Source: an optimization exercise on an open RTL-to-GDS flow (aim: small area). Production flows keep margins and buffers that such runs may drop. Only simulation tests tie the RTL to the original design; equivalence was not proved. No activity file was given, so power comes from the tool's default toggle rates.

--- flow/config.mk ---
export PLATFORM = sky130hd
export DESIGN_NAME = DWT
export DESIGN_NICKNAME = DWT
export VERILOG_FILES = /design/flow/design.v
export SDC_FILE = /design/flow/constraint.sdc
export NUM_CORES = 4
export LEC_CHECK = 0
export CAP_MARGIN = 20
export CORE_MARGIN = 2
export CORE_UTILIZATION = 40
export SLEW_MARGIN = 20
--- flow/constraint.sdc ---
create_clock -name core_clock -period 4.5 [get_ports {clk}]
set_input_delay 0.9000 -clock core_clock [delete_from_list [all_inputs] [get_ports {clk}]]
set_output_delay 0.9000 -clock core_clock [all_outputs]
set_load 0.01 [all_outputs]
--- flow/design.v ---
module avg(input clk, input [7:0]p1, input [7:0]p2, output reg [7:0]pout);
wire [7:0] outp;
assign outp = {1'b0 , p1[7:1]} + {1'b0 , p2[7:1]};
always@(posedge clk)
begin
	pout <= outp;
end 
endmodule
module subtract(input clk, input [7:0]p1, input [7:0]p2, output reg [7:0]pout);
wire [8:0] diff = {1'b0, p1} - {1'b0, p2};
wire [7:0] mag = diff[8] ? (8'd0 - diff[7:0]) : diff[7:0];
always@(posedge clk)
begin
	pout <= mag/2;
end 
endmodule
module wavelet_1d (clk ,pixel ,pix_out);
input clk ;
input [63:0] pixel ;
output reg [63:0] pix_out;
wire [63:0]pix_out_inter;
wire [63:0] out_illusion ;
genvar i;
	generate 
		for(i=0;i<4;i=i+1) 
		begin : name
			avg u0 (clk,pixel[16*i+7:16*i], pixel[16*i+15:16*i+8],out_illusion[8*i+7:8*i]);
			subtract u1 (clk,pixel[16*i+7:16*i], pixel[16*i+15:16*i+8],out_illusion[8*i+39:8*i+32]);
		end
	endgenerate 
	assign pix_out_inter = {out_illusion[31:0],out_illusion[63:32]};
always@(posedge clk)
	begin
		pix_out <= pix_out_inter;
	end
endmodule
module wavelet_2d (clk ,pixel_out1, pixel_out2 ,pixelcol_out1,pixelcol_out2,dwt_valid);
input clk ;
input [63:0] pixel_out1, pixel_out2 ;
output reg [63:0] pixelcol_out1,pixelcol_out2;
output reg dwt_valid;
wire [63:0]pixelcol1_inter,pixelcol2_inter;
wire [63:0] out_illusion20 ;
wire [63:0] out_illusion21;
genvar j;
	generate 
		for(j=0;j<8;j=j+1) 
		begin : name
			avg u0 (clk,pixel_out1[8*j+7:8*j], pixel_out2[8*j+7:8*j],out_illusion20[8*j+7:8*j]);
			subtract u1 (clk,pixel_out2[8*j+7:8*j], pixel_out1[8*j+7:8*j], out_illusion21[8*j+7:8*j]);
		end
	endgenerate 
	assign pixelcol1_inter = out_illusion20;
	assign pixelcol2_inter = out_illusion21;
always@(posedge clk)
	begin
		pixelcol_out1 <= pixelcol1_inter;
		pixelcol_out2 <= pixelcol2_inter;
	   dwt_valid <= 1'b1;
	end
endmodule
module DWT(clk, inp1,inp2,inp3,inp4,inp5,inp6,inp7,inp8, outp1,outp2,outp3,outp4,outp5,outp6,outp7,outp8,dwt_valid);
input clk;
input [63:0]inp1,inp2,inp3,inp4,inp5,inp6,inp7,inp8;
output [63:0] outp1,outp2,outp3,outp4,outp5,outp6,outp7,outp8;
output dwt_valid;
wire [63:0] inp_1d [7:0];
wire [63:0] out_1d [7:0];
wire dwt_valid1, dwt_valid2, dwt_valid3, dwt_valid4;
assign inp_1d [0] = inp1;
assign inp_1d [1] = inp2;
assign inp_1d [2] = inp3;
assign inp_1d [3] = inp4;
assign inp_1d [4] = inp5;
assign inp_1d [5] = inp6;
assign inp_1d [6] = inp7;
assign inp_1d [7] = inp8;
genvar j;
	generate 
		for(j=0;j<8;j=j+1) 
		begin : name
			wavelet_1d u0(clk,inp_1d[j],out_1d[j]);
		end
	endgenerate 
wavelet_2d x1 (clk, out_1d[0],out_1d[1],outp1,outp5,dwt_valid1);
wavelet_2d x2 (clk, out_1d[2],out_1d[3],outp2,outp6,dwt_valid2);
wavelet_2d x3 (clk, out_1d[4],out_1d[5],outp3,outp7,dwt_valid3);
wavelet_2d x4 (clk, out_1d[6],out_1d[7],outp4,outp8,dwt_valid4);
assign dwt_valid = dwt_valid1 && dwt_valid2 && dwt_valid3 && dwt_valid4;
endmodule
--- flow/run.sh ---
#!/bin/bash
# synth_recipe.tcl (not shown) runs the flow's synth.tcl, then flattens the netlist and writes it again
# the make line also repeats each setting of config.mk as NAME=value (left out here)
make -C /OpenROAD-flow-scripts/flow DESIGN_CONFIG=/design/flow/config.mk WORK_HOME=/design/flow/orfs CLKGATE_MAP_FILE= SYNTH_SCRIPT=/design/flow/synth_recipe.tcl finish
==> results.yml <==
cells_and_area:
  syn_to_final_growth_pct: 24.3
  postLayoutCoreUtil_pct: 50.1
  layout-drive-gt1-share_pct: 5.61
  finalNetCount: 10800
cts:
  clkSlewWorstSetupHoldPaths_ns: 0.06
  insertion_delay_ns: 0.85
  cts.hold.buffers_added: 0
  clock_path_buffers: 3
  ctsRootBufferMaster: "clkbuf_16"
  cts_resized: 0
  cts_tree: "done"
  htreeDepth: 4
  cts_sinks: 1888
  cts_buffers: 199
  post_cts_buffers: 0
global_routing:
  grt_pass1_wl_um: 309000
  grt_usage_pct: 18.9
  grt_pass1_vias: 56100
  overflow: 0
  grt_max_degree: 17
  antenna_found_initial: 37
logic_synthesis:
  synthCells: 8029
  ys_warn_count: 5
  synth_area_leaders: "dfxtp_1, ha_1, xnor2_1, inv_1, nor2_1"
  synthSimpleGateAreaFrac_pct: 6.46
  syn_area_um2: 82600
  synthXorXnorAreaFrac_pct: 10.3
  synth_edf_count: 0
  netlist_top_cells_count: "dfxtp_1, inv_1, ha_1"
  yosys.area_share.adder_pct: 18.1
  ys_seq_elements: 1888
  synth-main-ff-cell: "dfxtp_1"
  synth_top_family_by_area: "adder cells"
  synth-compound-area-share_pct: 12.5
  synth_seq_area_share_pct: 45.8
  synthMuxAreaShare_pct: 0.873
  synth_top_area_share_pct: 45.8
  ys_types: 49
  async_flop_share_pct: 0
  synth_most_common_cell: "dfxtp_1"
  avgSynthCellArea_um2: 10.3
  synth_area_leader_cell: "dfxtp_1"
hold_path:
  min_from: "name[1].u0.name[1].u1.pout[0]"
  hp-class: "reg -> reg"
floorplan:
  placementRows: 166
  num_io_pins: 1026
  fp.coreArea_um2: 205000
  die_y_um: 458
  die_area_um2: 210000
  start_util_pct: 40.3
  die_w_um: 458
sta:
  setup_viol: 0
  hold_viol_final: 0
  worstMarginPinSlew_ns: 0.660
  finalMaxSlewViolations: 0
  finalCritPeriodShare_pct: 62.7
  fin_setup_tns_ns: 0
  clock_skew_ns: 0.0436
  rsz0062_at_grt: "false"
  max_freq_mhz: 355
  max_slew_margin_pct: 55.6
  period_needed_ns: 2.82
power_and_ir_drop:
  power_frac_seq_pct: 36.8
  p_sw_share_pct: 34.0
  peakVddDrop_mv: 0.419
  net-switching-power_mw: 24.3
  power_leakage_nw: 45.8
  p_per_area_nw_per_um2: 696
  clockPowerShare_pct: 24.6
  p_int_mw: 47.1
  comb_power_share_pct: 38.6
setup_path:
  cp_slowest_cell: "clkdlybuf4s50_1"
  max_stage_delay_ns: 0.81
  r2r_start: "name[3].u0.pix_out[40]"
  crit_type: "reg -> out"
  path_max_fanout: 1
  crit_family: "buffers and inverters"
  worstSetupStartpointType: "flip-flop"
  end_kind: "primary output"
  worstPathRequired_ns: 3.60
  crit_chain: "clkdlybuf4s50_1"
  critPathLaunch: "x2.pixelcol_out1[48]"
  crit_buf_inv: 1
  critPathArrivalTime_ns: 1.92
detailed_routing:
  viasPerCell: 4.60
  wl_per_cell_um: 16.9
  dr.pass1.iters: 7
  vias: 55400
  drc_errors: 0
  drt_iter0_drc: 1923
  routed_wl_um: 204000
  antenna_left: 0
placed_design:
  routabilityCongestion: 0.897
  dpl.hpwl_um: 170000
  numPortBuffers: 976
run_status:
  status: "no timing/DRC/antenna violations"
job:
  cap_viol_max_count: 0
-- routing by layer --
metal  wire [um]  global-route usage [%]  vias to the layer above
met5          11                       0                        -
met4       11400                    10.9                        2
met3        7810                    3.15                      405
met2      106000                    35.3                     1118
met1       78600                    19.8                    25500
li1            -                       -                    28300
-- kinds of logic (layout without fill, tap and decap cells) --
kind of cell               after synthesis  count (layout)
buffers and inverters                 1258            2509
adders and majority gates             1120            1120
xor gates and xnor gates               975             975
other                                    2              71
and+or+nand+nor                       1186            1186
AOI/OAI and AO/OA                     1536            1536
DFF                                   1888            1888
muxes                                   64              64
-- state kept, by name, indices dropped and copies added, names as in the netlist, 60 cells and up --
register,count
name.u0.name.u1.pout,224
x4.pixelcol_out1,60
x1.pixelcol_out1,60
x2.pixelcol_out1,60
x3.pixelcol_out1,60
x2.name.u0.pout,60
x4.name.u0.pout,60
name.u0.name.u0.pout,256
x3.name.u0.pout,60
name.u0.pix_out,480
x1.name.u0.pout,60
-- worst reg2reg max path, stage by stage (launching register included) --
cell and delay [ns]:
dfxtp_1 0.29, inv_1 0.15, ha_1 0.20, inv_1 0.05, fa_1 0.41, a211oi_1 0.42, o21bai_1 0.13, a21oi_1 0.18
xor2_1 0.33, a31oi_1 0.15, xnor2_1 0.22
-- cell usage in the layout, fill, tap and decap left out, types with 16 or more instances in the layout --
| cell | n |
|---|---|
| a211oi_1 | 86 |
| a21o_1 | 16 |
| a21oi_1 | 503 |
| a31oi_1 | 82 |
| and3_1 | 34 |
| bufinv_16 | 29 |
| clkbuf_1 | 17 |
| clkbuf_16 | 199 |
| clkbuf_8 | 27 |
| clkdlybuf4s50_1 | 976 |
| clkinv_2 | 42 |
| conb_1 | 49 |
| dfxtp_1 | 1888 |
| diode_2 | 22 |
| fa_1 | 128 |
| ha_1 | 992 |
| inv_1 | 1160 |
| inv_6 | 18 |
| mux2_2 | 63 |
| nand2_1 | 36 |
| nand2b_1 | 48 |
| nand3_1 | 106 |
| nor2_1 | 774 |
| nor2b_1 | 64 |
| nor3_1 | 35 |
| nor3b_1 | 44 |
| o21a_1 | 109 |
| o21ai_0 | 112 |
| o21ai_1 | 20 |
| o21bai_1 | 329 |
| o21bai_2 | 39 |
| o31ai_1 | 144 |
| xnor2_1 | 729 |
| xor2_1 | 246 |
-- path summary, 6_finish.rpt --
check                           slack (ns)  cells after the start                    end
worst max-delay path                  1.68                      1              outp2[48]
worst min-delay path                  0.29                      0  name[1].u0.pix_out[8]
worst max register to register        1.89                     10  x2.name[5].u1.pout[6]
worst min register to register        0.29                      0  name[1].u0.pix_out[8]
-- power by group through the flow --
stage               clock network (mW)  logic (mW)  registers [mW]
global placement                     0        27.4            26.7
CTS                               18.1        27.9            26.5
detailed placement                   0        27.7            26.8
floorplan                            0        17.2            26.5
global route                      18.7        30.5            26.9
finish                            17.5        27.6            26.3
-- metrics by stage --
stage	hold slack, ns	cell area, um2	setup slack, ns	cells	power (mW)
3_3_place_gp	0.310	95300	0.847	11600	54.1
4_1_cts	0.290	103000	1.56	12000	72.4
6_report	0.293	103000	1.68	12000	71.5
3_5_place_dp	0.312	95300	0.896	11600	54.5
5_1_grt	0.296	103000	1.59	12000	76.1
2_1_floorplan	0.310	82800	1.82	8076	43.7
-- area by class of cell --
type,count,area (um2)
inverters,1160,4350
clock inverters,130,1830
flip-flops and latches,1888,37800
clock buffers,243,5420
repair buffers,976,9770
diodes,22,55.1
well taps,2688,3360
multi-input cells,4930,40100
fillers,18600,102000

-- static timing again, ports no longer ideal --
The results above use ideal ports. As a check the final layout listed here was re-extracted and re-timed, cells and wires unchanged.
Step 1: set_driving_cell puts a clkbuf_16 on clk and a buf_2 on each other input, an assumption about the parent block.
Step 2 adds t to the input delays and takes it off the output delays; t is the mean of the earliest and latest rising clock arrival at the registers after step 1. Input paths then give back, and output paths get back, about the clock's delay inside the block.
a / b / c = no drivers / after step 1 / after step 2; a / b = the first two.
shift t [ns]: 0.919
setup WS [ns]: 1.681 / 1.594 / 0.948
worst hold slack (ns): 0.293 / 0.293 / 0.293
After both steps setup and hold are still met in this run. The setup slack of this run moves by -0.087 ns with the drivers and by -0.733 ns with both steps.
